This design comes from an exercise in tuning for small area on the open sky130 flow, not from production work. At most, simulation tests tie the RTL to the original design; equivalence was not proved. The RTL of runs 1 and 2 was laid out without a check of its function. Power is estimated from default activity; no workload was simulated.

`flow/run.sh`:
```
#!/bin/bash
# synth_recipe.tcl (not shown) runs the flow's synth.tcl, then flattens the netlist and writes it again
# the make line also repeats each setting of config.mk as NAME=value (left out here)
make -C /OpenROAD-flow-scripts/flow DESIGN_CONFIG=/design/flow/config.mk WORK_HOME=/design/flow/orfs CLKGATE_MAP_FILE= SYNTH_SCRIPT=/design/flow/synth_recipe.tcl finish
```
`flow/config.mk`:
```
export PLATFORM = sky130hd
export DESIGN_NAME = Processor
export DESIGN_NICKNAME = Processor
export VERILOG_FILES = /design/flow/design.v
export SDC_FILE = /design/flow/constraint.sdc
export NUM_CORES = 4
export LEC_CHECK = 0
export CAP_MARGIN = 20
export CORE_MARGIN = 2
export CORE_UTILIZATION = 60
export CTS_BUF_LIST = sky130_fd_sc_hd__clkbuf_4
export SLEW_MARGIN = 20
```
`flow/constraint.sdc`:
```
create_clock -name core_clock -period 12.0 [get_ports {clk}]
set_input_delay 2.4000 -clock core_clock [delete_from_list [all_inputs] [get_ports {clk}]]
set_output_delay 2.4000 -clock core_clock [all_outputs]
set_load 0.01 [all_outputs]
```
`flow/design.v`:
```
module Processor (clk,reset,portIn,portOut,int_flag,ack,
                  imem_addr,imem_data,
                  dmem_addr,dmem_wdata,dmem_we,dmem_re,dmem_rdata);
input clk,reset,int_flag;
output ack;
input [15:0] portIn;
output [15:0] portOut;
output [20:0] imem_addr;
input  [15:0] imem_data;
output [11:0] dmem_addr;
output [15:0] dmem_wdata;
output dmem_we;
output dmem_re;
input  [15:0] dmem_rdata;
reg  [15:0] fd;                  
reg         stall;               
reg  [3:0]  de_func;
reg         de_pimm, de_br, de_sop, de_push, de_dmr, de_dmw, de_ior, de_iow, de_dw;
reg  [1:0]  de_bt;
reg  [3:0]  de_dst;
reg  [2:0]  de_src;
reg  [15:0] de_dv;               
reg  [15:0] de_op1;              
reg  [11:0] de_sp;
reg         em_dw, em_dmr, em_dmw, em_ior, em_iow;
reg  [3:0]  em_dst;
reg  [15:0] em_res;
reg  [11:0] em_addr;
reg         mw_dw;
reg  [3:0]  mw_dst;
reg  [15:0] mw_res;
reg  [15:0] gpr [0:7];           
reg  [11:0] sp;                  
reg  [15:0] pcl, pch;
reg  [4:0]  ccr;
reg  [15:0] port_out;            
reg  [2:0]  call_st;
reg  [15:0] call_dst;
reg  [2:0]  ret_st;
reg  [2:0]  rti_st;
reg         int_sig, ack_q;
reg  [2:0]  int_st;
wire wb8  = mw_dw & (mw_dst == 4'd8);
wire wb9  = mw_dw & (mw_dst == 4'd9);
wire wb10 = mw_dw & (mw_dst == 4'd10);
wire [15:0] pcl_v = wb8 ? mw_res : pcl;
wire [15:0] pch_v = wb9 ? mw_res : pch;
wire [15:0] ccr_v = wb10 ? mw_res : {11'b0, ccr};
wire [4:0]  flags = ccr_v[4:0];
wire [8:0] opc = fd[15:7];
reg  [3:0] c_func;
reg  c_pimm, c_br, c_sop, c_push, c_dmr, c_dmw, c_ior, c_iow, c_dw, c_call, c_ret, c_rti;
reg  [1:0] c_bt;
always @(*) begin
    c_func = 4'd0; c_pimm = 0; c_br = 0; c_sop = 0; c_push = 0; c_dmr = 0; c_dmw = 0;
    c_ior = 0; c_iow = 0; c_dw = 0; c_call = 0; c_ret = 0; c_rti = 0; c_bt = 2'b00;
    case (opc)
        9'b000_000001: c_func = 4'd1;                                    
        9'b000_000010: c_func = 4'd2;                                    
        9'b001_000000: begin c_func = 4'd5; c_dw = 1; end                
        9'b001_000001: begin c_func = 4'd6; c_dw = 1; end                
        9'b001_000010: begin c_func = 4'd7; c_dw = 1; end                
        9'b001_000011: begin c_func = 4'd3; c_iow = 1; end               
        9'b001_000100: begin c_func = 4'd0; c_dw = 1; c_ior = 1; end     
        9'b010_000000: begin c_func = 4'd3; c_dw = 1; end                
        9'b010_000001: begin c_func = 4'd8; c_dw = 1; end                
        9'b010_000010: begin c_func = 4'd9; c_dw = 1; end                
        9'b010_000011: begin c_func = 4'd10; c_dw = 1; end               
        9'b010_000100: begin c_func = 4'd11; c_dw = 1; end               
        9'b010_000101: begin c_func = 4'd12; c_dw = 1; end               
        9'b010_000110: begin c_func = 4'd13; c_dw = 1; end               
        9'b010_000111: begin c_func = 4'd12; c_dw = 1; c_pimm = 1; end   
        9'b010_001000: begin c_func = 4'd13; c_dw = 1; c_pimm = 1; end   
        9'b010_001001: begin c_func = 4'd3; c_dw = 1; c_pimm = 1; end    
        9'b010_001010: begin c_func = 4'd8; c_dw = 1; c_pimm = 1; end    
        9'b010_001011: begin c_func = 4'd9; c_dw = 1; c_pimm = 1; end    
        9'b010_001100: begin c_func = 4'd10; c_dw = 1; c_pimm = 1; end   
        9'b010_001101: begin c_func = 4'd11; c_dw = 1; c_pimm = 1; end   
        9'b011_000000: begin c_func = 4'd4; c_dmw = 1; c_sop = 1; c_push = 1; end  
        9'b011_000001: begin c_func = 4'd0; c_dw = 1; c_dmr = 1; c_sop = 1; end    
        9'b011_000010: begin c_func = 4'd3; c_dw = 1; c_dmr = 1; c_pimm = 1; end   
        9'b011_000011: begin c_func = 4'd3; c_dw = 1; c_dmr = 1; end    
        9'b011_000100: begin c_func = 4'd3; c_dmw = 1; end              
        9'b100_000000: begin c_func = 4'd4; c_br = 1; c_bt = 2'b00; end  
        9'b100_000001: begin c_func = 4'd4; c_br = 1; c_bt = 2'b01; end  
        9'b100_000010: begin c_func = 4'd4; c_br = 1; c_bt = 2'b10; end  
        9'b100_000100: begin c_func = 4'd4; c_br = 1; c_bt = 2'b11; end  
        9'b100_000101: begin c_func = 4'd3; c_br = 1; c_bt = 2'b11; c_pimm = 1; end  
        9'b100_000110: begin c_func = 4'd4; c_call = 1; end              
        9'b100_001000: c_ret = 1;                                        
        9'b100_001010: c_rti = 1;                                        
        default: ;
    endcase
end
wire d_call = c_call & ~stall;
wire d_ret  = c_ret  & ~stall;
wire d_rti  = c_rti  & ~stall;
wire d_pimm = c_pimm & ~stall;
reg [15:0] src1;                 
always @(*) begin
    case (fd[3:0])
        4'd8:  src1 = pcl_v;
        4'd9:  src1 = pch_v;
        4'd10: src1 = ccr_v;
        default: src1 = fd[3] ? 16'd0 : gpr[fd[2:0]];
    endcase
end
wire [15:0] src2 = gpr[fd[6:4]];
wire call_stall = (call_st != 3'd0);
wire call_chpc  = (call_st == 3'd4);
wire ret_stall  = (ret_st != 3'd0);
wire rti_stall  = (rti_st != 3'd0);
reg  int_stop, int_chpc, ack_c;
reg  [2:0] int_nx;
reg  [15:0] int_ins;
always @(*) begin
    ack_c = 1'b0; int_stop = 1'b1; int_ins = 16'h0000; int_chpc = 1'b0; int_nx = 3'd0;
    case (int_st)
        3'd0: begin
            int_stop = 1'b0;
            if (int_sig & ~ack_q) begin int_stop = 1'b1; int_nx = 3'd1; end
            else if (int_sig & ack_q) ack_c = 1'b1;
        end
        3'd1: int_nx = 3'd2;
        3'd2: begin int_ins = 16'h600A; int_nx = 3'd3; end
        3'd3: begin int_ins = 16'h6008; int_nx = 3'd4; end
        3'd4: begin int_ins = 16'h6009; int_nx = 3'd5; end
        3'd5: begin ack_c = 1'b1; int_chpc = 1'b1; end
        default: int_stop = 1'b0;
    endcase
end
assign ack = ack_c;
reg [15:0] fetch_ins;
always @(*) begin
    if (rti_stall)
        fetch_ins = (rti_st == 3'd1) ? 16'h6089 : (rti_st == 3'd2) ? 16'h6088 :
                    (rti_st == 3'd3) ? 16'h608A : 16'h0000;
    else if (int_stop)
        fetch_ins = int_ins;
    else if (ret_stall)
        fetch_ins = (ret_st == 3'd1) ? 16'h6089 : (ret_st == 3'd2) ? 16'h6088 : 16'h0000;
    else if (call_stall)
        fetch_ins = (call_st == 3'd2) ? 16'h6009 : (call_st == 3'd1) ? 16'h6008 : 16'h0000;
    else
        fetch_ins = imem_data;
end
wire [3:0] x_func = stall ? 4'd0 : de_func;
wire x_br  = de_br  & ~stall;
wire x_sop = de_sop & ~stall;
wire x_dmr = de_dmr & ~stall;
wire x_dmw = de_dmw & ~stall;
wire x_ior = de_ior & ~stall;
wire x_iow = de_iow & ~stall;
wire x_dw  = de_dw  & ~stall;
wire [3:0] x_dst = stall ? 4'd0 : de_dst;
wire [15:0] mem_val = em_ior ? portIn : (em_dmr ? dmem_rdata : em_res);
wire m1 = ({1'b0, de_src} == em_dst) & ~de_pimm;
wire w1 = ({1'b0, de_src} == mw_dst) & ~de_pimm;
wire m2 = (de_dst == em_dst);
wire w2 = (de_dst == mw_dst);
wire [15:0] op1 = m1 ? mem_val : (w1 ? mw_res : de_op1);
wire [15:0] op2 = m2 ? mem_val : (w2 ? mw_res : de_dv);
wire f_inc = (x_func == 4'd6);
wire f_dec = (x_func == 4'd7);
wire f_add = (x_func == 4'd8);
wire f_sub = (x_func == 4'd9);
wire [15:0] add_a = op1 ^ {16{f_sub}};
wire [15:0] add_b = (f_add | f_sub) ? op2 : {16{f_dec}};
wire [16:0] add_s = {1'b0, add_a} + {1'b0, add_b} + {16'b0, f_inc | f_sub};
wire add_c = add_s[16] ^ (f_dec | f_sub);
wire f_shr = (x_func == 4'd13);
wire [15:0] op2_r;
genvar gi;
generate for (gi = 0; gi < 16; gi = gi + 1) begin : g_rev
    assign op2_r[gi] = op2[15-gi];
end endgenerate
wire [15:0] sh_in = f_shr ? op2_r : op2;
wire [16:0] sh_w = (|op1[15:5]) ? 17'd0 : ({1'b0, sh_in} << op1[4:0]);
wire [15:0] sh_wr;
generate for (gi = 0; gi < 16; gi = gi + 1) begin : g_rev2
    assign sh_wr[gi] = sh_w[15-gi];
end endgenerate
wire [15:0] sh_res = f_shr ? sh_wr : sh_w[15:0];
reg [3:0] lsel;
always @(*) begin
    case (x_func)
        4'd3:  lsel = 4'b1100;    
        4'd4:  lsel = 4'b1010;    
        4'd5:  lsel = 4'b0011;    
        4'd10: lsel = 4'b1000;    
        4'd11: lsel = 4'b1110;    
        default: lsel = 4'b0000;
    endcase
end
reg [15:0] log_res;
integer li;
always @(*) begin
    for (li = 0; li < 16; li = li + 1)
        log_res[li] = lsel[{op1[li], op2[li]}];
end
wire f_arith = f_inc | f_dec | f_add | f_sub;
wire f_shift = (x_func == 4'd12) | f_shr;
wire [15:0] result = f_arith ? add_s[15:0] : (f_shift ? sh_res : log_res);
reg [4:0] nflags;
always @(*) begin
    nflags = flags;
    if (x_func >= 4'd5 && x_func <= 4'd13) begin
        nflags[0] = (result == 16'd0);
        nflags[1] = result[15];
    end
    if (x_func == 4'd1) nflags[2] = 1'b1;
    else if (x_func == 4'd2) nflags[2] = 1'b0;
    else if (f_arith) nflags[2] = add_c;
    else if (f_shift) nflags[2] = sh_w[16];
end
wire taken = x_br & ((de_bt == 2'b00) ? flags[0] :
                     (de_bt == 2'b01) ? flags[1] :
                     (de_bt == 2'b10) ? flags[2] : 1'b1);
wire [11:0] sp_adj = de_push ? (de_sp - 12'd1) : (de_sp + 12'd1);
wire pc_en = ~(stall | call_stall | d_call | ret_stall | d_ret | int_stop | d_rti | rti_stall);
wire [31:0] pc_cur = {pch_v, pcl_v};
wire [31:0] pc_inc = pc_cur + {31'b0, pc_en};
wire [31:0] pc_nxt = int_chpc ? 32'd0 :
                     call_chpc ? {16'b0, call_dst} :
                     taken ? {16'b0, result} : pc_inc;
assign imem_addr = pc_cur[20:0];
wire fd_flush = ~reset | taken | d_call | d_ret | d_rti | d_pimm;
wire de_flush = ~reset | taken;
always @(posedge clk) begin
    if (fd_flush)
        fd <= 16'h000F;
    else if (~stall)
        fd <= fetch_ins;
    if (de_flush) begin
        {de_func, de_pimm, de_br, de_bt, de_sop, de_push, de_dmr, de_dmw, de_ior, de_iow, de_dw} <= 15'd0;
        de_dst <= 4'd15;
    end else if (~stall) begin
        {de_func, de_pimm, de_br, de_bt, de_sop, de_push, de_dmr, de_dmw, de_ior, de_iow, de_dw} <=
            {c_func, c_pimm, c_br, c_bt, c_sop, c_push, c_dmr, c_dmw, c_ior, c_iow, c_dw};
        de_dst <= fd[3:0];
    end
    if (~stall) begin
        de_src <= fd[6:4];
        de_dv  <= src1;
        de_op1 <= c_pimm ? imem_data : src2;
        de_sp  <= sp;
    end
    if (~reset)
        {em_dw, em_dmr, em_dmw, em_ior, em_iow} <= 5'd0;
    else
        {em_dw, em_dmr, em_dmw, em_ior, em_iow} <= {x_dw, x_dmr, x_dmw, x_ior, x_iow};
    em_dst  <= x_dst;
    em_res  <= result;
    em_addr <= de_sop ? (de_push ? de_sp : sp_adj) : (de_dmw ? op2[11:0] : de_op1[11:0]);
    if (~reset) mw_dw <= 1'b0; else mw_dw <= em_dw;
    mw_dst <= em_dst;
    mw_res <= mem_val;
    if (~reset) begin
        pcl <= 16'd32; pch <= 16'd0; ccr <= 5'd0;
    end else begin
        pcl <= pc_nxt[15:0]; pch <= pc_nxt[31:16]; ccr <= nflags;
    end
    if (~reset) call_st <= 3'd0;
    else case (call_st)
        3'd0: if (d_call) call_st <= 3'd1;
        3'd1: call_st <= 3'd2;
        3'd2: call_st <= 3'd3;
        3'd3: call_st <= 3'd4;
        default: call_st <= 3'd0;
    endcase
    if (reset & d_call) call_dst <= src1;
    if (~reset) ret_st <= 3'd0;
    else case (ret_st)
        3'd0: if (d_ret) ret_st <= 3'd1;
        3'd1: ret_st <= 3'd2;
        3'd2: ret_st <= 3'd3;
        3'd3: ret_st <= 3'd4;
        3'd4: ret_st <= 3'd5;
        3'd5: ret_st <= 3'd6;
        default: ret_st <= 3'd0;
    endcase
    if (~reset) rti_st <= 3'd0;
    else if (rti_st == 3'd0) begin
        if (d_rti) rti_st <= 3'd1;
    end else
        rti_st <= rti_st + 3'd1;
    int_sig <= int_flag;
    if (~reset) begin
        int_st <= 3'd0; ack_q <= 1'b0;
    end else begin
        int_st <= int_nx; ack_q <= ack_c;
    end
end
integer i;
wire [15:0] gpr_wd = mw_res & {16{reset}};
always @(negedge clk) begin
    stall <= ~stall & (de_dmr | de_ior) & (de_dst == fd[3:0]);
    for (i = 0; i < 8; i = i + 1)
        if (~reset | (mw_dw & (mw_dst == i))) gpr[i] <= gpr_wd;
    if (~reset) begin
        sp <= 12'hFFF;
        port_out <= 16'd0;
    end else begin
        if (x_sop) sp <= sp_adj;
        if (em_iow) port_out <= em_res;
    end
end
assign portOut    = port_out;
assign dmem_addr  = em_addr;
assign dmem_wdata = em_res;
assign dmem_we    = em_dmw;
assign dmem_re    = em_dmr;
endmodule
```
==> flow_metrics.tcl, run 1 <==
set metrics [dict create \
    synth-async-reset-ratio_pct 0 \
    crit_chain "nor2_1 -> nand2_1 -> xor2_1 -> fa_1 -> fa_1 -> nor2b_1 -> o21a_1 -> o21ai_0 -> a21oi_1 -> o41ai_1 -> o21ai_0 -> a21o_1 -> nor3_1 -> a41oi_1 -> o21ai_0 -> o21ai_0 -> a211oi_1" \
    io_buffers 118 \
    crit_slowest_cell "nor2_1" \
    drtIter0Drc 2788 \
    syn2layout_area_growth_pct 16.9 \
    root_buffer "clkbuf_4" \
    fp-row-count 68 \
    cp_top_family "compound AO/OA/AOI/OAI gates" \
    hp-class "reg2reg" \
    synth_edf_count 191 \
    synth_ff_type "edfxtp_1" \
    wl_per_cell_um 25.2 \
    cp_common_cell "o21ai_0" \
    cp_num_buf_inv 0 \
    cp.arrival_ns 11.67 \
    startpoint_type "register" \
    ys_seq_elements 364 \
    worstPathRequired_ns 12.72 \
    viasPerCell 6.51 \
    ir_worst_vdd_mv 0.172 \
    cp_num_cells 17 \
    synth.distinct_cells 84 \
    fill_cells 2596 \
    nets 2540 \
    cellPowerDensity_mw_per_mm2 181 \
    clk_latency_ns 0.82 \
    htree_levels 3 \
    clkTransAtPathRegs_ns 0.08 \
    layout-drive-gt1-share_pct 11.3 \
    numCtsBuffers 98 \
    largest-register "gpr" \
    criticalPathCategory "reg2reg" \
    gp_congestion 1.09 \
    synth_xor_area_share_pct 3.74 \
    dr.pass1.iters 11 \
    worst_slew_pin_slew_ns 1.06 \
    cts_tree "yes" \
    cts_post_setup_buffers_inserted 0 \
    leakagePower_nw 10.2 \
    grt_max_degree 63 \
    chipWidth_um 190 \
    maxCapViolCount 0 \
    syn_inst 2178 \
    synth_mux_area_share_pct 13.3 \
    grt_pass1_vias 18740 \
    yosysWarnings 2 \
    holdPathStages 0 \
    design.core.area_mm2 0.0344 \
    totalWireLength_um 75300 \
    slowest_delay_ns 0.53 \
    synth_compound_area_share_pct 17.8 \
    p_total_mw 4.40 \
    slew_headroom_pct 29.2 \
    synthAdderAreaFrac_pct 2.21 \
    largest_reg_flops 128 \
    overflow 0 \
    syn-num-nets 2264 \
    finClkSkew_ns 0.0879 \
    grt_pass1_wl_um 112000 \
    track_usage_pct 41.3 \
    status "no timing/DRC/antenna violations" \
    drc_errors 0 \
    setup_viol 0 \
    slew_viol_final 0 \
    die_h_um 190 \
    end_kind "register" \
    vias 19486 \
    synth-simple-area-share_pct 14.1 \
    post_cts_resized 0 \
    hold_violations 0 \
    tns_ns 0 \
    syn_area_mm2 0.0208 \
    path_max_fanout 9 \
    start_util_pct 60.5 \
    reg2reg_depth 17 \
    die-area_mm2 0.0362 \
    ios 119 \
    rsz0062_at_grt "no" \
    clock_path_buffers 3 \
    holdBufCountCts 0 \
    yosysSeqAreaShare_pct 44.2 \
    synth_area_per_cell_um2 9.55 \
    ant_nets 0 \
    clkSinkCount 364 \
    grt_antenna_before_repair 7 \
    synth_top_family_by_area "compound AO/OA/AOI/OAI gates" \
    dpl.hpwl_um 52800 \
]
-- placed cells by master, fill, tap and decap left out, types with 20 or more instances in the layout --
cell	synthesis	routed
a21oi_1	156	156
buf_4	4	43
xnor2_1	59	59
clkdlybuf4s50_1	0	117
a221oi_1	22	22
clkbuf_4	0	127
dfxtp_1	173	171
edfxtp_1	191	191
a211oi_1	44	44
inv_1	93	263
a22oi_1	20	20
nor2b_1	25	25
nand3_1	34	33
xor2_1	26	26
o21ai_0	141	139
mux2i_1	184	184
mux2_2	34	34
nand2b_1	23	23
nor3_1	45	45
nor2_1	247	247
ha_1	32	32
o211ai_1	25	25
nand2_1	166	166
-- cell families after synthesis --
logic type | count (synthesis)
xor gates and xnor gates | 87
adders and majority gates | 35
buffers and inverters | 238
and+or+nand+nor | 636
AOI/OAI and AO/OA | 572
DFF | 364
muxes | 246
-- power breakdown --
group / total (mW) / leakage [nW] / switching, mW / internal (mW)
clock: 1.46 / 1.71 / 0.702 / 0.760
sequential: 1.63 / 3.38 / 0.163 / 1.47
combinational: 1.31 / 5.15 / 0.842 / 0.467
total: 4.40 / 10.2 / 1.71 / 2.70
-- synth_stat cells, types with 26 or more instances --
cell type / number / share of area, %
mux2_2: 34 / 1.8
inv_1: 93 / 1.7
nor3_1: 45 / 1.1
o21ai_0: 141 / 3.4
nand2_1: 166 / 3.0
nor2_1: 247 / 4.5
xnor2_1: 59 / 2.5
a211oi_1: 44 / 1.6
nand3_1: 34 / 0.82
mux2i_1: 184 / 8.9
edfxtp_1: 191 / 28
ha_1: 32 / 1.9
a21oi_1: 156 / 3.8
dfxtp_1: 173 / 17
clkbuf_1: 103 / 1.9
xor2_1: 26 / 1.1
-- layout make-up --
class | count | area, um2 | area share (%)
multi-input cells | 1576 | 10700 | 43.9
inverters | 95 | 357 | 1.47
flip-flops and latches | 364 | 9200 | 37.8
well taps | 455 | 569 | 2.34
clock buffers | 126 | 946 | 3.89
repair buffers | 162 | 1510 | 6.20
clock inverters | 209 | 1040 | 4.30
diodes | 4 | 10.0 | 0.0412
-- through the flow --
step | area, um2 | setup WS (ns) | hold WS, ns | std cells | util [%]
2_1_floorplan | 20800 | 1.05 | 0.362 | 2178 | -
3_3_place_gp | 22300 | 1.32 | 0.378 | 2652 | 64.9
3_5_place_dp | 22300 | 1.09 | 0.380 | 2652 | 64.9
4_1_cts | 24300 | 1.15 | 0.371 | 2986 | 70.7
5_1_grt | 24300 | 0.701 | 0.398 | 2988 | 70.7
6_report | 24300 | 1.05 | 0.379 | 2991 | 70.7
-- worst register-to-register path, delay by kind of cell, from the launching register on --
kind / cells / cell delay (ns)
fa+ha+maj: 2 / 0.50
xor+xnor: 1 / 0.34
flops: 1 / 0.30
simple gates: 4 / 1.19
compound gates: 10 / 2.57
-- layer usage --
metal / up-vias / routed length [um] / global-route usage [%]
met2: 1455 / 34000 / 64.4
met1: 9104 / 27800 / 51.1
li1: 8639 / - / -
met3: 284 / 9160 / 11.5
met5: - / 23 / 0
met4: 4 / 4270 / 25.6
-- final timing paths --
check | start | endpoint | slack, ns
setup / recovery | stall | pcl[14] | 1.05
setup reg to reg | stall | pcl[14] | 1.05
hold reg to reg | em_dst[2] | mw_dst[2] | 0.38
hold / removal | em_dst[2] | mw_dst[2] | 0.38
==> run 2: changes to the inputs <==
--- a/flow/config.mk
+++ b/flow/config.mk
@@ -9,4 +9,3 @@
 export CORE_MARGIN = 2
-export CORE_UTILIZATION = 60
-export CTS_BUF_LIST = sky130_fd_sc_hd__clkbuf_4
+export CORE_UTILIZATION = 40
 export SLEW_MARGIN = 20
==> run 2 against run 1 <==
Against the previous run:
- clock skew fell by 0.025 ns
- highest routed layer is now met4
- clock-buffer cell count shrank 77
- via count is 4.7% lower
- total power increased by 4.0%
==> flow_metrics.tcl, run 2 <==
set metrics [dict create \
    cp.arrival_ns 11.60 \
    synth_edf_count 191 \
    grt_max_degree 63 \
    drc_errors 0 \
    die_h_um 232 \
    design.core.area_mm2 0.0514 \
    dr.max_layer_used "met4" \
    maxCapViolCount 0 \
    layout_common_cells "250 x inv_1, 247 x nor2_1, 191 x edfxtp_1, 182 x mux2i_1, 171 x dfxtp_1" \
    rsz0062_at_grt "no" \
    syn_inst 2178 \
    m1WireLength_um 31900 \
    syn2layout_area_growth_pct 19.2 \
    tns_ns 0 \
    worst_slew_pin_slew_ns 1.22 \
    layout-drive-gt1-share_pct 8.72 \
    synth.distinct_cells 84 \
    synthTopCellsByCount "247 x nor2_1, 191 x edfxtp_1, 184 x mux2i_1" \
    cp_common_cell "o21ai_0" \
    ios 119 \
    synth_area_per_cell_um2 9.55 \
    yosysSeqAreaShare_pct 44.2 \
    yosysWarnings 2 \
    crit_slowest_cell "nor2_1" \
    clkSinkCount 364 \
    yosysMostFrequentCell "nor2_1" \
    holdPathStages 0 \
    wl_per_cell_um 25.2 \
    nets 2494 \
    end_kind "register" \
    totalWireLength_um 78600 \
    worstPathRequired_ns 12.49 \
    wl_met2_um 35800 \
    path_max_fanout 10 \
    crit_chain "nor2_1 -> nand2_1 -> xor2_1 -> fa_1 -> fa_1 -> nor2b_1 -> o21a_1 -> o21ai_0 -> a21oi_1 -> o41ai_1 -> o21ai_0 -> a21o_1 -> nor3_1 -> a41oi_1 -> o21ai_0 -> o21ai_0 -> a211oi_1" \
    setup_viol 0 \
    leakagePower_nw 10.2 \
    hold_violations 0 \
    root_buffer "clkbuf_16" \
    dp_cells 2887 \
    dpl.hpwl_um 57500 \
    synth-async-reset-ratio_pct 0 \
    syn_area_mm2 0.0208 \
    gp_congestion 0.983 \
    synth_largest_type_area_fraction_pct 27.6 \
    status "no timing/DRC/antenna violations" \
    syn-num-nets 2264 \
    chipWidth_um 232 \
    criticalPathCategory "reg2reg" \
    holdBufCountCts 0 \
    reg2reg_depth 17 \
    setup_slack_ns 0.891 \
    hp-class "reg2reg" \
    post_cts_resized 0 \
    largest_reg_flops 128 \
    overflow 0 \
    clk_latency_ns 0.63 \
    start_util_pct 40.5 \
    drtIter0Drc 1975 \
    grt_pass1_vias 18066 \
    fp-row-count 83 \
    dr.pass1.iters 8 \
    wl_met3_um 6830 \
    final_cells 3124 \
    startpoint_type "register" \
    grt_antenna_before_repair 2 \
    synth_ff_type "edfxtp_1" \
    netlist_top_cells_area "edfxtp_1 28%, dfxtp_1 17%, mux2i_1 8.9%, nor2_1 4.5%, a21oi_1 3.8%" \
    yosysTopAreaCell "edfxtp_1" \
    numCtsBuffers 43 \
    slew_viol_final 0 \
    track_usage_pct 28.9 \
    ant_nets 0 \
    viasPerCell 5.94 \
    htree_levels 2 \
    final_common_cell "inv_1" \
    slew_headroom_pct 16.1 \
    slowest_delay_ns 0.54 \
    die-area_mm2 0.0538 \
    io_buffers 118 \
    ir_worst_vdd_mv 0.137 \
    cts_tree "yes" \
    cellPowerDensity_mw_per_mm2 185 \
    clkTransAtPathRegs_ns 0.06 \
    dp_slack_ns 1.03 \
    finClkSkew_ns 0.0629 \
    grt_pass1_wl_um 116000 \
    vias 18565 \
    cts_post_setup_buffers_inserted 0 \
    largest-register "gpr" \
    ys_seq_elements 364 \
    clock_path_buffers 3 \
]
## run 2: cell counts after synthesis
Identical to the previous run, type by type.
## run 2: cell type report
cell class | count | area (um2)
timing repair buffer | 171 | 1570
clock inverter | 187 | 975
fill | 4914 | 26600
antenna | 2 | 5.00
inverter | 95 | 357
clock buffer | 49 | 1140
tap | 680 | 851
sequential | 364 | 9200
multi-input combinational | 1576 | 10700
## run 2: worst paths after layout
path	start	end	slack [ns]
min reg2reg	em_dst[3]	mw_dst[3]	0.39
max	stall	pcl[14]	0.89
max reg2reg	stall	pcl[14]	0.89
min	em_dst[3]	mw_dst[3]	0.39
## run 2: cell families (layout without fill, tap and decap cells)
family / Yosys count / in the layout / synth area share, %
compound gates: 572 / 572 / 17.8
flops: 364 / 364 / 44.2
mux: 246 / 246 / 13.3
fa+ha+maj: 35 / 35 / 2.21
other cells: 0 / 2 / 0
buf+inv: 238 / 502 / 4.62
xor+xnor: 87 / 87 / 3.74
simple gates: 636 / 636 / 14.1
## run 2: through the flow
stage | hold slack, ns | power (mW) | utilization [%] | instance area [um2]
floorplan | 0.362 | 2.46 | - | 20800
global placement | 0.377 | 3.02 | 44.1 | 22700
detailed placement | 0.378 | 3.02 | 44.1 | 22700
CTS | 0.383 | 4.57 | 48.2 | 24800
global route | 0.395 | 4.79 | 48.2 | 24800
finish | 0.385 | 4.58 | 48.2 | 24800
## run 2: critical path: cells and delay by family (launching register included)
kind / cells / cell delay [ns]
adders and majority gates: 2 / 0.47
DFF: 1 / 0.37
xor gates and xnor gates: 1 / 0.34
and+or+nand+nor: 4 / 1.21
AOI/OAI and AO/OA: 10 / 2.60
## run 2: power by group
part	internal, mW	switching (mW)
logic	0.475	0.858
clock network	0.939	0.684
registers	1.47	0.154
## run 2: per-layer routing
metal	up-vias	GRT usage, %
met5	-	0
met1	8923	36.9
met3	192	5.54
met2	947	46.8
li1	8503	-
met4	0	14.5
==> run 3: changes to the inputs <==
--- a/flow/design.v
+++ b/flow/design.v
@@ -17,3 +17,3 @@
 reg  [3:0]  de_func;
-reg         de_pimm, de_br, de_sop, de_push, de_dmr, de_dmw, de_ior, de_iow, de_dw;
+reg         de_pimm, de_br, de_sop, de_dmr, de_dmw, de_ior, de_iow, de_dw;
 reg  [1:0]  de_bt;
@@ -31,7 +31,7 @@
 reg  [15:0] mw_res;
-reg  [15:0] gpr [0:7];           
-reg  [11:0] sp;                  
+reg  [15:0] gpr [0:7];
+reg  [11:0] sp;
 reg  [15:0] pcl, pch;
 reg  [4:0]  ccr;
-reg  [15:0] port_out;            
+reg  [15:0] port_out;
 reg  [2:0]  call_st;
@@ -146,5 +146,4 @@
 end
-wire [3:0] x_func = stall ? 4'd0 : de_func;
+wire [3:0] x_func = de_func;
 wire x_br  = de_br  & ~stall;
-wire x_sop = de_sop & ~stall;
 wire x_dmr = de_dmr & ~stall;
@@ -162,43 +161,37 @@
 wire [15:0] op2 = m2 ? mem_val : (w2 ? mw_res : de_dv);
-wire f_inc = (x_func == 4'd6);
+genvar gi;
+wire f_a1  = (x_func == 4'd3) | (x_func == 4'd5) | (x_func == 4'd6) |
+             (x_func == 4'd7) | (x_func == 4'd8) | (x_func == 4'd9);
+wire f_inv = (x_func == 4'd5) | (x_func == 4'd9);
+wire f_b2  = (x_func == 4'd4) | (x_func == 4'd8) | (x_func == 4'd9);
 wire f_dec = (x_func == 4'd7);
-wire f_add = (x_func == 4'd8);
-wire f_sub = (x_func == 4'd9);
-wire [15:0] add_a = op1 ^ {16{f_sub}};
-wire [15:0] add_b = (f_add | f_sub) ? op2 : {16{f_dec}};
-wire [16:0] add_s = {1'b0, add_a} + {1'b0, add_b} + {16'b0, f_inc | f_sub};
-wire add_c = add_s[16] ^ (f_dec | f_sub);
+wire f_cin = (x_func == 4'd6) | (x_func == 4'd9);
+wire f_arith = (x_func == 4'd6) | (x_func == 4'd7) | (x_func == 4'd8) | (x_func == 4'd9);
+wire [15:0] add_a = (op1 & {16{f_a1}}) ^ {16{f_inv}};
+wire [15:0] add_b = (op2 & {16{f_b2}}) | {16{f_dec}};
+wire [16:0] add_c_;
+wire [15:0] add_s;
+assign add_c_[0] = f_cin;
+generate for (gi = 0; gi < 16; gi = gi + 1) begin : g_add
+    assign add_s[gi] = add_a[gi] ^ add_b[gi] ^ add_c_[gi];
+    assign add_c_[gi+1] = (add_a[gi] & add_b[gi]) | (add_c_[gi] & (add_a[gi] ^ add_b[gi]));
+end endgenerate
+wire add_c = add_c_[16] ^ (f_dec | (x_func == 4'd9));
+wire f_shl = (x_func == 4'd12);
 wire f_shr = (x_func == 4'd13);
-wire [15:0] op2_r;
-genvar gi;
+wire f_shift = f_shl | f_shr;
+wire sh_big = |op1[15:5];
+wire [15:0] sh_in;
 generate for (gi = 0; gi < 16; gi = gi + 1) begin : g_rev
-    assign op2_r[gi] = op2[15-gi];
+    assign sh_in[gi] = ~sh_big & ((f_shl & op2[gi]) | (f_shr & op2[15-gi]));
 end endgenerate
-wire [15:0] sh_in = f_shr ? op2_r : op2;
-wire [16:0] sh_w = (|op1[15:5]) ? 17'd0 : ({1'b0, sh_in} << op1[4:0]);
-wire [15:0] sh_wr;
+wire [16:0] sh_w = {1'b0, sh_in} << op1[4:0];
+wire [15:0] sh_res;
 generate for (gi = 0; gi < 16; gi = gi + 1) begin : g_rev2
-    assign sh_wr[gi] = sh_w[15-gi];
+    assign sh_res[gi] = f_shr ? sh_w[15-gi] : sh_w[gi];
 end endgenerate
-wire [15:0] sh_res = f_shr ? sh_wr : sh_w[15:0];
-reg [3:0] lsel;
-always @(*) begin
-    case (x_func)
-        4'd3:  lsel = 4'b1100;    
-        4'd4:  lsel = 4'b1010;    
-        4'd5:  lsel = 4'b0011;    
-        4'd10: lsel = 4'b1000;    
-        4'd11: lsel = 4'b1110;    
-        default: lsel = 4'b0000;
-    endcase
-end
-reg [15:0] log_res;
-integer li;
-always @(*) begin
-    for (li = 0; li < 16; li = li + 1)
-        log_res[li] = lsel[{op1[li], op2[li]}];
-end
-wire f_arith = f_inc | f_dec | f_add | f_sub;
-wire f_shift = (x_func == 4'd12) | f_shr;
-wire [15:0] result = f_arith ? add_s[15:0] : (f_shift ? sh_res : log_res);
+wire f_and = (x_func == 4'd10);
+wire f_or  = (x_func == 4'd11);
+wire [15:0] log_res = ((op1 & op2) & {16{f_and | f_or}}) | ((op1 | op2) & {16{f_or}});
+wire [15:0] result = add_s | sh_res | log_res;
 reg [4:0] nflags;
@@ -218,3 +211,3 @@
                      (de_bt == 2'b10) ? flags[2] : 1'b1);
-wire [11:0] sp_adj = de_push ? (de_sp - 12'd1) : (de_sp + 12'd1);
+wire [11:0] sp_adj = c_push ? (sp - 12'd1) : (sp + 12'd1);
 wire pc_en = ~(stall | call_stall | d_call | ret_stall | d_ret | int_stop | d_rti | rti_stall);
@@ -234,14 +227,14 @@
     if (de_flush) begin
-        {de_func, de_pimm, de_br, de_bt, de_sop, de_push, de_dmr, de_dmw, de_ior, de_iow, de_dw} <= 15'd0;
+        {de_func, de_pimm, de_br, de_bt, de_sop, de_dmr, de_dmw, de_ior, de_iow, de_dw} <= 14'd0;
         de_dst <= 4'd15;
     end else if (~stall) begin
-        {de_func, de_pimm, de_br, de_bt, de_sop, de_push, de_dmr, de_dmw, de_ior, de_iow, de_dw} <=
-            {c_func, c_pimm, c_br, c_bt, c_sop, c_push, c_dmr, c_dmw, c_ior, c_iow, c_dw};
+        {de_func, de_pimm, de_br, de_bt, de_sop, de_dmr, de_dmw, de_ior, de_iow, de_dw} <=
+            {c_func, c_pimm, c_br, c_bt, c_sop, c_dmr, c_dmw, c_ior, c_iow, c_dw};
         de_dst <= fd[3:0];
     end
+    de_src <= fd[6:4];
+    de_dv  <= src1;
     if (~stall) begin
-        de_src <= fd[6:4];
-        de_dv  <= src1;
         de_op1 <= c_pimm ? imem_data : src2;
-        de_sp  <= sp;
+        de_sp  <= c_push ? sp : sp_adj;
     end
@@ -252,4 +245,4 @@
     em_dst  <= x_dst;
-    em_res  <= result;
-    em_addr <= de_sop ? (de_push ? de_sp : sp_adj) : (de_dmw ? op2[11:0] : de_op1[11:0]);
+    em_res  <= stall ? 16'd0 : result;
+    em_addr <= de_sop ? de_sp : (de_dmw ? op2[11:0] : de_op1[11:0]);
     if (~reset) mw_dw <= 1'b0; else mw_dw <= em_dw;
@@ -260,3 +253,3 @@
     end else begin
-        pcl <= pc_nxt[15:0]; pch <= pc_nxt[31:16]; ccr <= nflags;
+        pcl <= pc_nxt[15:0]; pch <= pc_nxt[31:16]; ccr <= stall ? flags : nflags;
     end
@@ -294,15 +287,17 @@
 integer i;
-wire [15:0] gpr_wd = mw_res & {16{reset}};
-always @(negedge clk) begin
-    stall <= ~stall & (de_dmr | de_ior) & (de_dst == fd[3:0]);
+wire [15:0] gpr_wd = mem_val & {16{reset}};
+always @(posedge clk) begin
     for (i = 0; i < 8; i = i + 1)
-        if (~reset | (mw_dw & (mw_dst == i))) gpr[i] <= gpr_wd;
-    if (~reset) begin
+        if (~reset | (em_dw & (em_dst == i))) gpr[i] <= gpr_wd;
+    if (~reset)
         sp <= 12'hFFF;
+    else if (~stall & ~taken & c_sop)
+        sp <= sp_adj;
+    if (~reset)
         port_out <= 16'd0;
-    end else begin
-        if (x_sop) sp <= sp_adj;
-        if (em_iow) port_out <= em_res;
-    end
+    else if (x_iow)
+        port_out <= result;
 end
+always @(negedge clk)
+    stall <= ~stall & (de_dmr | de_ior) & (de_dst == fd[3:0]);
 assign portOut    = port_out;
==> flow/flow/run.sh (new file) <==
#!/bin/bash
# Layout flow: the standard ORFS flow (standard.sh) with three changes:
#  - synthesis: synth_recipe.tcl unchanged, but ABC maps with an area script
#    (flow/area.abc); registers are mapped before ABC and are unaffected;
#  - clock tree: small clock buffers, larger sink clusters, no dummy loads;
#  - port buffers: every input and output port still gets its own buffer,
#    of the smallest buffer cell.
# make's full output goes to flow.log in this folder; ORFS keeps each
# step's log under orfs/logs/.
set -euo pipefail
export FLOW_WORK="$PWD"
export FLOW_ABC_SCRIPT="$PWD/flow/area.abc"
export CTS_ARGS="-sink_clustering_enable -repair_clock_nets -buf_list sky130_fd_sc_hd__clkbuf_4 -dont_use_dummy_load -sink_clustering_size 8 -sink_clustering_max_diameter 40"
export BUFFER_PORTS_ARGS="-buffer_cell sky130_fd_sc_hd__buf_1"
bash standard.sh SYNTH_SCRIPT="$PWD/flow/synth.tcl" finish > flow.log 2>&1
==> flow/flow/area.abc (new file) <==
&get -n
&st
&dch -f
&nf -a -R 1000
&put
topo
dnsize -c
==> flow/flow/synth.tcl (new file) <==
# The standard synthesis (synth_recipe.tcl, unchanged) with one change:
# ABC maps the combinational logic with an area-oriented script.
proc abc {args} {
  set i [lsearch -exact $args -script]
  if {$i >= 0} { lset args [expr {$i + 1}] $::env(FLOW_ABC_SCRIPT) }
  yosys abc {*}$args
}
source $::env(FLOW_WORK)/synth_recipe.tcl
==> flow/standard.sh (new file) <==
#!/bin/bash
# synth_recipe.tcl (not shown) runs the flow's synth.tcl, then flattens the netlist and writes it again
# the make line also repeats each setting of config.mk as NAME=value (left out here)
make -C /OpenROAD-flow-scripts/flow DESIGN_CONFIG=/design/flow/config.mk WORK_HOME=/design/flow/orfs CLKGATE_MAP_FILE= SYNTH_SCRIPT=/design/flow/synth_recipe.tcl "${@:-finish}"
--- a/flow/config.mk
+++ b/flow/config.mk
@@ -7,5 +7,6 @@
 export LEC_CHECK = 0
+export ABC_AREA = 1
 export CAP_MARGIN = 20
 export CORE_MARGIN = 2
-export CORE_UTILIZATION = 40
+export CORE_UTILIZATION = 60
 export SLEW_MARGIN = 20
removed: flow/run.sh
==> run 3 against run 2 <==
Against the previous run:
- still clean
- hold slack improved by 0.042 ns
- clock power fell by 61%
- global-route usage rose by 11 points
- area after synthesis fell by 13%
- cell area fell by 19%
- total power fell by 27%
- clock-buffer cell count rose by 10
- clock skew rose by 0.069 ns
- wire length fell by 20%
- sequential power rose by 3%
- register-to-register slack improved by 1.2 ns
- critical path depth rose by 20
- critical endpoint is now ccr[0]
- highest routed layer is now met5
==> flow_metrics.tcl, run 3 <==
set metrics [dict create \
    r2r_start "stall" \
    chipWidth_um 178 \
    ios 119 \
    clkTransAtPathRegs_ns 0.10 \
    cts_post_setup_buffers_inserted 0 \
    hold_violations 0 \
    holdBufCountCts 0 \
    yosysSeqAreaShare_pct 49.7 \
    startpoint_type "input port" \
    grt_antenna_before_repair 2 \
    hp-class "reg2reg" \
    dpl.hpwl_um 45000 \
    clk_latency_ns 0.86 \
    synth_area_per_cell_um2 9.74 \
    numCtsBuffers 59 \
    gp_congestion 1.02 \
    largest-register "gpr" \
    post-route-min-period_ns 10.24 \
    tns_ns 0 \
    nets 2185 \
    worstPathRequired_ns 12.78 \
    design.core.area_mm2 0.0296 \
    worst_slew_pin_slew_ns 1.17 \
    cp.arrival_ns 11.01 \
    slew_headroom_pct 21.2 \
    multi_input_area_mm2 0.00899 \
    fmax_mhz 97.7 \
    cellPowerDensity_mw_per_mm2 168 \
    layout-drive-gt1-share_pct 6.77 \
    start_util_pct 60.9 \
    post-route-period-util_pct 85.3 \
    rsz0062_at_grt "no" \
    slowest_delay_ns 0.49 \
    layout_common_cells "201 x nand2_1, 189 x dfxtp_1, 180 x nor2_1, 173 x o21ai_0, 172 x edfxtp_1" \
    setup_viol 0 \
    ys_seq_elements 362 \
    synth.distinct_cells 61 \
    yosysWarnings 2 \
    synthTopCellsByCount "201 x nand2_1, 190 x dfxtp_1, 181 x nor2_1, 181 x o21ai_0, 172 x edfxtp_1" \
    dr.pass1.iters 7 \
    root_buffer "clkbuf_4" \
    post_cts_resized 0 \
    ir_worst_vdd_mv 0.123 \
    syn2layout_area_growth_pct 10.8 \
    vias 16912 \
    slew_viol_final 0 \
    synth-async-reset-ratio_pct 0 \
    clock_path_buffers 3 \
    path_max_fanout 17 \
    finClkSkew_ns 0.132 \
    min_from "em_dst[3]" \
    ant_nets 0 \
    dp_cells 2429 \
    synth_ff_type "dfxtp_1" \
    drtIter0Drc 2197 \
    fill_cells 2388 \
    cts_tree "yes" \
    grt_pass1_vias 15788 \
    syn-num-nets 1939 \
    leakagePower_nw 7.40 \
    final_common_cell "nand2_1" \
    reg2reg_setup_slack_ns 2.05 \
    fp-row-count 63 \
    end_kind "register" \
    clkSinkCount 362 \
    htree_levels 2 \
    synth_edf_count 172 \
    yosysTopAreaCell "edfxtp_1" \
    overflow 0 \
    yosysMostFrequentCell "nand2_1" \
    cp-startpoint "dmem_rdata[0]" \
    synth_largest_type_area_fraction_pct 28.6 \
    largest_reg_flops 128 \
    syn_inst 1854 \
    totalWireLength_um 62900 \
    crit_slowest_cell "o21a_1" \
    die_h_um 178 \
    cp_common_cell "fa_1" \
    criticalPathCategory "in2reg" \
    drc_errors 0 \
    viasPerCell 6.79 \
    maxCapViolCount 0 \
    syn_area_mm2 0.0181 \
    io_buffers 118 \
    die-area_mm2 0.0315 \
    track_usage_pct 39.6 \
    grt_max_degree 69 \
    netlist_top_cells_area "edfxtp_1 29%, dfxtp_1 21%, mux2i_1 5.9%, o21ai_0 5.0%, a21oi_1 4.6%" \
    seq_area_mm2 0.00897 \
    wl_per_cell_um 25.3 \
    grt_pass1_wl_um 93200 \
    final_cells 2489 \
    status "no timing/DRC/antenna violations" \
]
==> run 3: stage by stage <==
| step | power [mW] | hold WS (ns) | setup WS, ns | instance area, um2 | util (%) |
|---|---|---|---|---|---|
| 4_1_cts | 3.33 | 0.426 | 1.89 | 20000 | 67.5 |
| 3_3_place_gp | 2.68 | 0.403 | 1.17 | 19600 | 66.0 |
| 6_report | 3.36 | 0.427 | 1.76 | 20000 | 67.5 |
| 3_5_place_dp | 2.70 | 0.409 | 1.03 | 19600 | 66.0 |
| 2_1_floorplan | 2.24 | 0.380 | 1.30 | 18100 | - |
| 5_1_grt | 3.50 | 0.444 | 1.22 | 20000 | 67.5 |
==> run 3: logic make-up (layout without fill, tap and decap cells) <==
logic type	Yosys count	count (layout)	share of synthesized area, %
AOI/OAI and AO/OA	586	586	20.1
xor gates and xnor gates	75	75	3.64
adders and majority gates	34	34	3.06
buffers and inverters	45	289	0.935
DFF	362	362	49.7
muxes	115	115	6.43
other	0	1	0
and+or+nand+nor	637	637	16.2
==> run 3: power by group <==
part	leakage [nW]	total, mW	internal (mW)	switching [mW]
registers	3.34	1.67	1.51	0.163
logic	3.79	1.05	0.344	0.711
clock network	0.273	0.639	0.223	0.416
total	7.40	3.36	2.07	1.29
==> run 3: area by class of cell <==
| cell class | instances | area share, % |
|---|---|---|
| multi-input cells | 1447 | 44.9 |
| flip-flops and latches | 362 | 44.8 |
| repair buffers | 185 | 4.73 |
| well taps | 390 | 2.44 |
| clock buffers | 59 | 2.21 |
| inverters | 44 | 0.825 |
| clock inverters | 1 | 0.0188 |
| diodes | 1 | 0.0125 |
==> run 3: path summary, 6_finish.rpt <==
kind                            cells past startpoint        end
worst max register to register                     14    pch[12]
worst min-delay path                                0  mw_dst[3]
worst max-delay path                               37     ccr[0]
worst min register to register                      0  mw_dst[3]
==> run 3: worst max-delay path: cells and delay by family <==
kind	cells	cell delay, ns
and+or+nand+nor	5	0.87
xor gates and xnor gates	1	0.11
muxes	1	0.12
AOI/OAI and AO/OA	6	1.52
adders and majority gates	16	5.26
buffers and inverters	8	0.71
==> run 3: routing by layer <==
metal | wire [um] | part of all wire (%) | global-route usage (%)
met1 | 24000 | 38 | 51.4
met2 | 28400 | 45 | 62.4
met3 | 6800 | 11 | 7.69
met4 | 3700 | 5.9 | 22.1
met5 | 13 | 0.021 | 0
==> run 4: changes to the inputs <==
--- a/flow/design.v
+++ b/flow/design.v
@@ -236,6 +236,6 @@
     de_dv  <= src1;
-    if (~stall) begin
-        de_op1 <= c_pimm ? imem_data : src2;
-        de_sp  <= c_push ? sp : sp_adj;
-    end
+    de_op1[15:12] <= c_pimm ? imem_data[15:12] : src2[15:12];
+    if (~stall)
+        de_op1[11:0] <= c_pimm ? imem_data[11:0] : src2[11:0];
+    de_sp  <= (stall | c_push) ? sp : sp_adj;
     if (~reset)
==> run 4 against run 3 <==
Against the previous run:
- critical path depth fell by 21
- clock power down 5.0%
- hold slack worse by 0.022 ns
- critical endpoint is now pch[12]
- utilization shrank 0.51 points
- wire length fell by 0.80%
- setup slack worse by 0.77 ns
- still clean
==> flow_metrics.tcl, run 4 <==
set metrics [dict create \
    status "no timing/DRC/antenna violations" \
    multi_input_area_mm2 0.00903 \
    fill_cells 2430 \
    drc_errors 0 \
    worst_slew_pin_slew_ns 1.14 \
    path_max_fanout 4 \
    finClkSkew_ns 0.143 \
    syn-num-nets 1956 \
    largest-register "gpr" \
    numCtsBuffers 55 \
    clk_latency_ns 0.78 \
    dr.pass1.iters 9 \
    layout_common_cells "205 x dfxtp_1, 199 x nor2_1, 187 x nand2_1, 175 x a21oi_1, 172 x o21ai_0" \
    yosysWarnings 2 \
    final_cells 2493 \
    reg2reg_depth 16 \
    slew_headroom_pct 23.2 \
    fp-row-count 63 \
    synth.distinct_cells 53 \
    die_h_um 177 \
    hold_violations 0 \
    clock_path_buffers 3 \
    slowest_delay_ns 0.68 \
    post_cts_resized 0 \
    cts_post_setup_buffers_inserted 0 \
    layout-drive-gt1-share_pct 6.33 \
    grt_pass1_vias 15849 \
    ys_seq_elements 362 \
    dp_cells 2437 \
    chipWidth_um 177 \
    overflow 0 \
    setup_viol 0 \
    slew_viol_final 0 \
    tns_ns 0 \
    largest_reg_flops 128 \
    holdPathStages 2 \
    ios 119 \
    wl_per_cell_um 25.0 \
    worstPathRequired_ns 12.65 \
    synth_ff_type "dfxtp_1" \
    hp-class "reg2reg" \
    final_common_cell "dfxtp_1" \
    cp.arrival_ns 11.67 \
    totalWireLength_um 62400 \
    netlist_top_cells_area "edfxtp_1 26%, dfxtp_1 23%, mux2i_1 5.5%, o21ai_0 5.0%, a21oi_1 4.9%" \
    viasPerCell 6.77 \
    die-area_mm2 0.0313 \
    syn2layout_area_growth_pct 10.5 \
    grt_max_degree 69 \
    syn_area_mm2 0.0179 \
    criticalPathCategory "reg2reg" \
    dpl.hpwl_um 44900 \
    cp_common_cell "or3_1" \
    setup_slack_ns 0.989 \
    yosysMostFrequentCell "dfxtp_1" \
    design.core.area_mm2 0.0296 \
    gp_congestion 1.03 \
    startpoint_type "register" \
    synth_edf_count 156 \
    grt_antenna_before_repair 1 \
    htree_levels 2 \
    clkTransAtPathRegs_ns 0.10 \
    start_util_pct 60.6 \
    seq_area_mm2 0.00881 \
    dp_slack_ns 0.987 \
    track_usage_pct 39.5 \
    cellPowerDensity_mw_per_mm2 166 \
    drtIter0Drc 2528 \
    synth_area_per_cell_um2 9.58 \
    syn_inst 1871 \
    leakagePower_nw 7.28 \
    crit_chain "nor2_1 -> a21oi_1 -> nand3b_1 -> nor4b_1 -> ha_1 -> ha_1 -> nand3_1 -> or3_1 -> or3_1 -> or3_1 -> or4_1 -> nor4_1 -> nand3_1 -> nor4_1 -> xor2_1 -> nor2_1" \
    yosysSeqAreaShare_pct 49.1 \
    end_kind "register" \
    holdBufCountCts 0 \
    maxCapViolCount 0 \
    synth-async-reset-ratio_pct 0 \
    synth_largest_type_area_fraction_pct 26.1 \
    rsz0062_at_grt "no" \
    cts_tree "yes" \
    io_buffers 118 \
    grt_pass1_wl_um 93000 \
    nets 2189 \
    ir_worst_vdd_mv 0.110 \
    synthTopCellsByCount "206 x dfxtp_1, 201 x nor2_1, 187 x nand2_1" \
    clkSinkCount 362 \
    root_buffer "clkbuf_4" \
    vias 16889 \
    ant_nets 0 \
    fin_util_pct 67.0 \
    crit_slowest_cell "nor4b_1" \
    yosysTopAreaCell "edfxtp_1" \
]
-- run 4: cell types whose count changed after synthesis, sizes merged, moves of 6 or more --
cell	before	now
nor2	181	201
edfxtp	172	156
nor4	13	23
mux2i	107	98
nor3	62	41
nand3	62	73
nand2	201	187
a21oi	166	175
xor2	16	24
dfxtp	190	206
xnor2	59	53
nand4	15	23
-- run 4: report_power, final --
group,total [mW],leakage (nW),switching (mW),internal (mW)
clock,0.607,0.255,0.398,0.209
combinational,1.03,3.74,0.696,0.332
sequential,1.65,3.28,0.165,1.49
total,3.29,7.28,1.26,2.03
-- run 4: final timing paths --
| path | start | end | slack, ns |
|---|---|---|---|
| worst max-delay path | stall | pch[12] | 0.99 |
| worst min-delay path | call_dst[9] | pcl[9] | 0.40 |
| worst max register to register | stall | pch[12] | 0.99 |
| worst min register to register | call_dst[9] | pcl[9] | 0.40 |
-- run 4: final cells by class --
| class | instances | share of cell area (%) |
|---|---|---|
| Inverter | 49 | 0.929 |
| Sequential cell | 362 | 44.5 |
| Multi-Input combinational cell | 1459 | 45.6 |
| Antenna cell | 1 | 0.0126 |
| Timing Repair Buffer | 176 | 4.44 |
| Clock buffer | 55 | 2.08 |
| Clock inverter | 1 | 0.0190 |
| Tap cell | 390 | 2.46 |
-- run 4: logic make-up (layout without fill, tap and decap cells) --
group	after synthesis	in the layout	share of synthesized area, %
buffers and inverters	50	281	1.05
multiplexers	104	104	5.85
XOR/XNOR	77	77	3.76
other	0	1	0
flip-flops	362	362	49.1
AND/OR/NAND/NOR	656	656	16.9
AO/OA/AOI/OAI	588	588	20.2
adder cells (fa/ha/maj)	34	34	3.09
-- run 4: critical path: cells and delay by family (launching register included) --
family                   cells  cell delay [ns]
AND/OR/NAND/NOR             12             3.62
XOR/XNOR                     1             0.18
AO/OA/AOI/OAI                1             0.26
flip-flops                   1             0.35
adder cells (fa/ha/maj)      2             0.52
-- run 4: through the flow --
stage          hold WS, ns  total power [mW]  cell area, um2
3_5_place_dp         0.410              2.66           19400
2_1_floorplan        0.380              2.21           17900
3_3_place_gp         0.403              2.64           19400
4_1_cts              0.400              3.25           19800
5_1_grt              0.391              3.42           19800
6_report             0.405              3.29           19800
-- run 4: layer usage --
layer	track usage [%]	vias up	share of wire [%]
li1	-	7533	-
met1	51.3	7934	38
met2	63.1	1184	46
met3	7.07	238	11
met4	21.2	0	5.7
met5	0	-	0
==> run 5: changes to the inputs <==
--- a/flow/design.v
+++ b/flow/design.v
@@ -16,5 +16,3 @@
 reg         stall;               
-reg  [3:0]  de_func;
-reg         de_pimm, de_br, de_sop, de_dmr, de_dmw, de_ior, de_iow, de_dw;
-reg  [1:0]  de_bt;
+reg  [8:0]  de_opc;              
 reg  [3:0]  de_dst;
@@ -36,6 +34,5 @@
 reg  [15:0] port_out;
-reg  [2:0]  call_st;
+reg  [1:0]  seq_t;               
+reg  [2:0]  seq_c;               
 reg  [15:0] call_dst;
-reg  [2:0]  ret_st;
-reg  [2:0]  rti_st;
 reg         int_sig, ack_q;
@@ -108,6 +105,8 @@
 wire [15:0] src2 = gpr[fd[6:4]];
-wire call_stall = (call_st != 3'd0);
-wire call_chpc  = (call_st == 3'd4);
-wire ret_stall  = (ret_st != 3'd0);
-wire rti_stall  = (rti_st != 3'd0);
+wire seq_busy   = (seq_c != 3'd0);
+wire rti_stall  = seq_busy & (seq_t == 2'd3);
+wire call_chpc  = (seq_t == 2'd1) & (seq_c == 3'd4);
+wire [15:0] seq_ins = (seq_c == 3'd1) ? ((seq_t == 2'd1) ? 16'h6008 : 16'h6089) :
+                      (seq_c == 3'd2) ? ((seq_t == 2'd1) ? 16'h6009 : 16'h6088) :
+                      (seq_c == 3'd3 && seq_t == 2'd3) ? 16'h608A : 16'h0000;
 reg  int_stop, int_chpc, ack_c;
@@ -135,10 +134,7 @@
     if (rti_stall)
-        fetch_ins = (rti_st == 3'd1) ? 16'h6089 : (rti_st == 3'd2) ? 16'h6088 :
-                    (rti_st == 3'd3) ? 16'h608A : 16'h0000;
+        fetch_ins = seq_ins;
     else if (int_stop)
         fetch_ins = int_ins;
-    else if (ret_stall)
-        fetch_ins = (ret_st == 3'd1) ? 16'h6089 : (ret_st == 3'd2) ? 16'h6088 : 16'h0000;
-    else if (call_stall)
-        fetch_ins = (call_st == 3'd2) ? 16'h6009 : (call_st == 3'd1) ? 16'h6008 : 16'h0000;
+    else if (seq_busy)
+        fetch_ins = seq_ins;
     else
@@ -146,13 +142,55 @@
 end
-wire [3:0] x_func = de_func;
-wire x_br  = de_br  & ~stall;
-wire x_dmr = de_dmr & ~stall;
-wire x_dmw = de_dmw & ~stall;
-wire x_ior = de_ior & ~stall;
-wire x_iow = de_iow & ~stall;
-wire x_dw  = de_dw  & ~stall;
+reg  [3:0] e_func;
+reg  e_pimm, e_br, e_sop, e_push, e_dmr, e_dmw, e_ior, e_iow, e_dw;
+reg  [1:0] e_bt;
+always @(*) begin
+    e_func = 4'd0; e_pimm = 0; e_br = 0; e_sop = 0; e_push = 0; e_dmr = 0; e_dmw = 0;
+    e_ior = 0; e_iow = 0; e_dw = 0; e_bt = 2'b00;
+    case (de_opc)
+        9'b000_000001: e_func = 4'd1;                                    
+        9'b000_000010: e_func = 4'd2;                                    
+        9'b001_000000: begin e_func = 4'd5; e_dw = 1; end                
+        9'b001_000001: begin e_func = 4'd6; e_dw = 1; end                
+        9'b001_000010: begin e_func = 4'd7; e_dw = 1; end                
+        9'b001_000011: begin e_func = 4'd3; e_iow = 1; end               
+        9'b001_000100: begin e_func = 4'd0; e_dw = 1; e_ior = 1; end     
+        9'b010_000000: begin e_func = 4'd3; e_dw = 1; end                
+        9'b010_000001: begin e_func = 4'd8; e_dw = 1; end                
+        9'b010_000010: begin e_func = 4'd9; e_dw = 1; end                
+        9'b010_000011: begin e_func = 4'd10; e_dw = 1; end               
+        9'b010_000100: begin e_func = 4'd11; e_dw = 1; end               
+        9'b010_000101: begin e_func = 4'd12; e_dw = 1; end               
+        9'b010_000110: begin e_func = 4'd13; e_dw = 1; end               
+        9'b010_000111: begin e_func = 4'd12; e_dw = 1; e_pimm = 1; end   
+        9'b010_001000: begin e_func = 4'd13; e_dw = 1; e_pimm = 1; end   
+        9'b010_001001: begin e_func = 4'd3; e_dw = 1; e_pimm = 1; end    
+        9'b010_001010: begin e_func = 4'd8; e_dw = 1; e_pimm = 1; end    
+        9'b010_001011: begin e_func = 4'd9; e_dw = 1; e_pimm = 1; end    
+        9'b010_001100: begin e_func = 4'd10; e_dw = 1; e_pimm = 1; end   
+        9'b010_001101: begin e_func = 4'd11; e_dw = 1; e_pimm = 1; end   
+        9'b011_000000: begin e_func = 4'd4; e_dmw = 1; e_sop = 1; e_push = 1; end  
+        9'b011_000001: begin e_func = 4'd0; e_dw = 1; e_dmr = 1; e_sop = 1; end    
+        9'b011_000010: begin e_func = 4'd3; e_dw = 1; e_dmr = 1; e_pimm = 1; end   
+        9'b011_000011: begin e_func = 4'd3; e_dw = 1; e_dmr = 1; end    
+        9'b011_000100: begin e_func = 4'd3; e_dmw = 1; end              
+        9'b100_000000: begin e_func = 4'd4; e_br = 1; e_bt = 2'b00; end  
+        9'b100_000001: begin e_func = 4'd4; e_br = 1; e_bt = 2'b01; end  
+        9'b100_000010: begin e_func = 4'd4; e_br = 1; e_bt = 2'b10; end  
+        9'b100_000100: begin e_func = 4'd4; e_br = 1; e_bt = 2'b11; end  
+        9'b100_000101: begin e_func = 4'd3; e_br = 1; e_bt = 2'b11; e_pimm = 1; end  
+        9'b100_000110: e_func = 4'd4;              
+                        default: ;
+    endcase
+end
+wire [3:0] x_func = e_func;
+wire x_br  = e_br  & ~stall;
+wire x_dmr = e_dmr & ~stall;
+wire x_dmw = e_dmw & ~stall;
+wire x_ior = e_ior & ~stall;
+wire x_iow = e_iow & ~stall;
+wire x_dw  = e_dw  & ~stall;
 wire [3:0] x_dst = stall ? 4'd0 : de_dst;
 wire [15:0] mem_val = em_ior ? portIn : (em_dmr ? dmem_rdata : em_res);
-wire m1 = ({1'b0, de_src} == em_dst) & ~de_pimm;
-wire w1 = ({1'b0, de_src} == mw_dst) & ~de_pimm;
+wire m1 = ({1'b0, de_src} == em_dst) & ~e_pimm;
+wire w1 = ({1'b0, de_src} == mw_dst) & ~e_pimm;
 wire m2 = (de_dst == em_dst);
@@ -208,7 +246,8 @@
 end
-wire taken = x_br & ((de_bt == 2'b00) ? flags[0] :
-                     (de_bt == 2'b01) ? flags[1] :
-                     (de_bt == 2'b10) ? flags[2] : 1'b1);
+wire [15:0] res_g = result & {16{~stall & reset}};
+wire taken = x_br & ((e_bt == 2'b00) ? flags[0] :
+                     (e_bt == 2'b01) ? flags[1] :
+                     (e_bt == 2'b10) ? flags[2] : 1'b1);
 wire [11:0] sp_adj = c_push ? (sp - 12'd1) : (sp + 12'd1);
-wire pc_en = ~(stall | call_stall | d_call | ret_stall | d_ret | int_stop | d_rti | rti_stall);
+wire pc_en = ~(stall | seq_busy | d_call | d_ret | d_rti | int_stop);
 wire [31:0] pc_cur = {pch_v, pcl_v};
@@ -227,7 +266,6 @@
     if (de_flush) begin
-        {de_func, de_pimm, de_br, de_bt, de_sop, de_dmr, de_dmw, de_ior, de_iow, de_dw} <= 14'd0;
+        de_opc <= 9'd0;
         de_dst <= 4'd15;
     end else if (~stall) begin
-        {de_func, de_pimm, de_br, de_bt, de_sop, de_dmr, de_dmw, de_ior, de_iow, de_dw} <=
-            {c_func, c_pimm, c_br, c_bt, c_sop, c_dmr, c_dmw, c_ior, c_iow, c_dw};
+        de_opc <= opc;
         de_dst <= fd[3:0];
@@ -245,4 +283,4 @@
     em_dst  <= x_dst;
-    em_res  <= stall ? 16'd0 : result;
-    em_addr <= de_sop ? de_sp : (de_dmw ? op2[11:0] : de_op1[11:0]);
+    em_res  <= res_g;
+    em_addr <= e_sop ? de_sp : (e_dmw ? op2[11:0] : de_op1[11:0]);
     if (~reset) mw_dw <= 1'b0; else mw_dw <= em_dw;
@@ -255,26 +293,12 @@
     end
-    if (~reset) call_st <= 3'd0;
-    else case (call_st)
-        3'd0: if (d_call) call_st <= 3'd1;
-        3'd1: call_st <= 3'd2;
-        3'd2: call_st <= 3'd3;
-        3'd3: call_st <= 3'd4;
-        default: call_st <= 3'd0;
-    endcase
+    if (~reset)
+        seq_c <= 3'd0;
+    else if (~seq_busy) begin
+        if (d_call | d_ret | d_rti) seq_c <= 3'd1;
+        seq_t <= {d_ret | d_rti, d_call | d_rti};
+    end else if ((seq_t == 2'd1 && seq_c == 3'd4) || (seq_t == 2'd2 && seq_c == 3'd6))
+        seq_c <= 3'd0;
+    else
+        seq_c <= seq_c + 3'd1;
     if (reset & d_call) call_dst <= src1;
-    if (~reset) ret_st <= 3'd0;
-    else case (ret_st)
-        3'd0: if (d_ret) ret_st <= 3'd1;
-        3'd1: ret_st <= 3'd2;
-        3'd2: ret_st <= 3'd3;
-        3'd3: ret_st <= 3'd4;
-        3'd4: ret_st <= 3'd5;
-        3'd5: ret_st <= 3'd6;
-        default: ret_st <= 3'd0;
-    endcase
-    if (~reset) rti_st <= 3'd0;
-    else if (rti_st == 3'd0) begin
-        if (d_rti) rti_st <= 3'd1;
-    end else
-        rti_st <= rti_st + 3'd1;
     int_sig <= int_flag;
@@ -295,9 +319,7 @@
         sp <= sp_adj;
-    if (~reset)
-        port_out <= 16'd0;
-    else if (x_iow)
-        port_out <= result;
+    if (~reset | x_iow)
+        port_out <= res_g;
 end
 always @(negedge clk)
-    stall <= ~stall & (de_dmr | de_ior) & (de_dst == fd[3:0]);
+    stall <= ~stall & (e_dmr | e_ior) & (de_dst == fd[3:0]);
 assign portOut    = port_out;
==> run 5 against run 4 <==
Against the previous run:
- still clean
- first-iteration DRC count decreased by 3.8%
- sequential cell count decreased by 9
- wire length decreased by 3.8%
- critical path type unchanged
==> flow_metrics.tcl, run 5 <==
set metrics [dict create \
    status "no timing/DRC/antenna violations" \
    startpoint_type "register" \
    layout-drive-gt1-share_pct 6.36 \
    synth_top_family_by_area "compound AO/OA/AOI/OAI gates" \
    netlist_top_cells_area "edfxtp_1 30%, dfxtp_1 20%, mux2i_1 6.1%, a21oi_1 5.1%, nor2_1 4.4%" \
    io_buffers 118 \
    clock_path_buffers 3 \
    maxCapViolCount 0 \
    clkSinkCount 353 \
    largest-register "gpr" \
    fill_cells 2336 \
    grt_pass1_vias 15163 \
    ant_nets 0 \
    grt_pass1_wl_um 90100 \
    clkTransAtPathRegs_ns 0.10 \
    syn_area_mm2 0.0177 \
    largest_reg_flops 128 \
    yosysTopAreaCell "edfxtp_1" \
    cts_tree "yes" \
    path_max_fanout 16 \
    start_util_pct 61.2 \
    fp-row-count 62 \
    multi_input_area_mm2 0.00878 \
    overflow 0 \
    yosysWarnings 2 \
    final_cells 2400 \
    worstPathRequired_ns 12.61 \
    dr.pass1.iters 9 \
    fin_util_pct 67.6 \
    cellPowerDensity_mw_per_mm2 167 \
    synth_compound_area_share_pct 18.8 \
    criticalPathCategory "reg2reg" \
    grt_antenna_before_repair 2 \
    synth_largest_type_area_fraction_pct 29.6 \
    root_buffer "clkbuf_4" \
    p_sw_share_pct 38.8 \
    totalWireLength_um 60000 \
    syn2layout_area_growth_pct 10.4 \
    slew_headroom_pct 23.8 \
    synth.distinct_cells 54 \
    combPwrFrac_pct 32.7 \
    setup_slack_ns 0.883 \
    p_int_mw 1.99 \
    viasPerCell 6.79 \
    gp_congestion 0.970 \
    cts_post_setup_buffers_inserted 0 \
    ios 119 \
    synthTopCellsByCount "205 x nor2_1, 181 x a21oi_1, 179 x dfxtp_1" \
    numCtsBuffers 53 \
    dpl.hpwl_um 42600 \
    drtIter0Drc 2432 \
    htree_levels 2 \
    synth_xor_area_share_pct 3.67 \
    syn-num-nets 1873 \
    dp_slack_ns 0.718 \
    vias 16288 \
    worst_slew_pin_slew_ns 1.13 \
    clk_latency_ns 0.73 \
    ir_worst_vdd_mv 0.103 \
    synth-async-reset-ratio_pct 0 \
    leakagePower_nw 7.07 \
    die-area_mm2 0.0308 \
    synth_edf_count 174 \
    chipWidth_um 176 \
    ys_seq_elements 353 \
    die_h_um 176 \
    rsz0062_at_grt "no" \
    cp.arrival_ns 11.72 \
    drc_errors 0 \
    seq_power_share_pct 49.2 \
    yosysSeqAreaShare_pct 49.9 \
]
==> run 5: power by group through the flow <==
stage	logic [mW]	registers, mW	clock network, mW
after floorplan	0.618	1.58	0.00113
after global placement	1.02	1.62	0.00113
after detailed placement	1.03	1.62	0.00113
after CTS	1.03	1.60	0.598
after global routing	1.14	1.62	0.640
final	1.07	1.60	0.589
==> run 5: logic make-up after synthesis <==
kind of cell	after synthesis
DFF	353
buffers and inverters	46
adders and majority gates	34
AOI/OAI and AO/OA	532
muxes	126
xor gates and xnor gates	74
and+or+nand+nor	623
==> run 5: critical path: stages, from the launching register on <==
cell and delay (ns):
dfxtp_2 0.31, clkinv_1 0.06, buf_4 0.20, nand2_1 0.15, nor4_1 0.08, or2_0 0.31, nor4_1 0.81, ha_1 0.32
nand3_1 0.12, or3_1 0.37, or3_1 0.35, or3_1 0.39, nor3_1 0.43, and3_1 0.28, nand3_1 0.14, nor4_1 0.36
nand3_1 0.16, xnor2_1 0.16, nor2_1 0.06
==> run 5: worst paths after layout <==
check / start / to / cells after the start / slack [ns]
worst min-delay path: em_dst[2] / mw_dst[2] / 0 / 0.44
worst min register to register: em_dst[2] / mw_dst[2] / 0 / 0.44
worst max-delay path: stall / pch[15] / 18 / 0.88
worst max register to register: stall / pch[15] / 18 / 0.88
==> run 5: through the flow <==
stage          instance area (um2)  total power [mW]  hold WS, ns
6_report                     19500              3.26        0.435
5_1_grt                      19500              3.39        0.446
4_1_cts                      19500              3.23        0.432
3_5_place_dp                 19100              2.65        0.409
3_3_place_gp                 19100              2.64        0.399
2_1_floorplan                17700              2.19        0.383
==> run 5: cell type report <==
cell class	count	area share, %
inverter	45	0.866
sequential	353	45.2
timing repair buffer	172	4.36
multi-input combinational	1389	45.0
clock buffer	53	2.04
antenna	3	0.0385
clock inverter	1	0.0193
tap	384	2.46
==> run 5: per-layer routing <==
metal	vias to the layer above	wire length, um	GRT usage [%]
li1	7261	-	-
met1	7603	23100	53.7
met2	1192	25900	57.7
met3	230	7460	7.23
met4	2	3510	20.0
met5	-	13	0
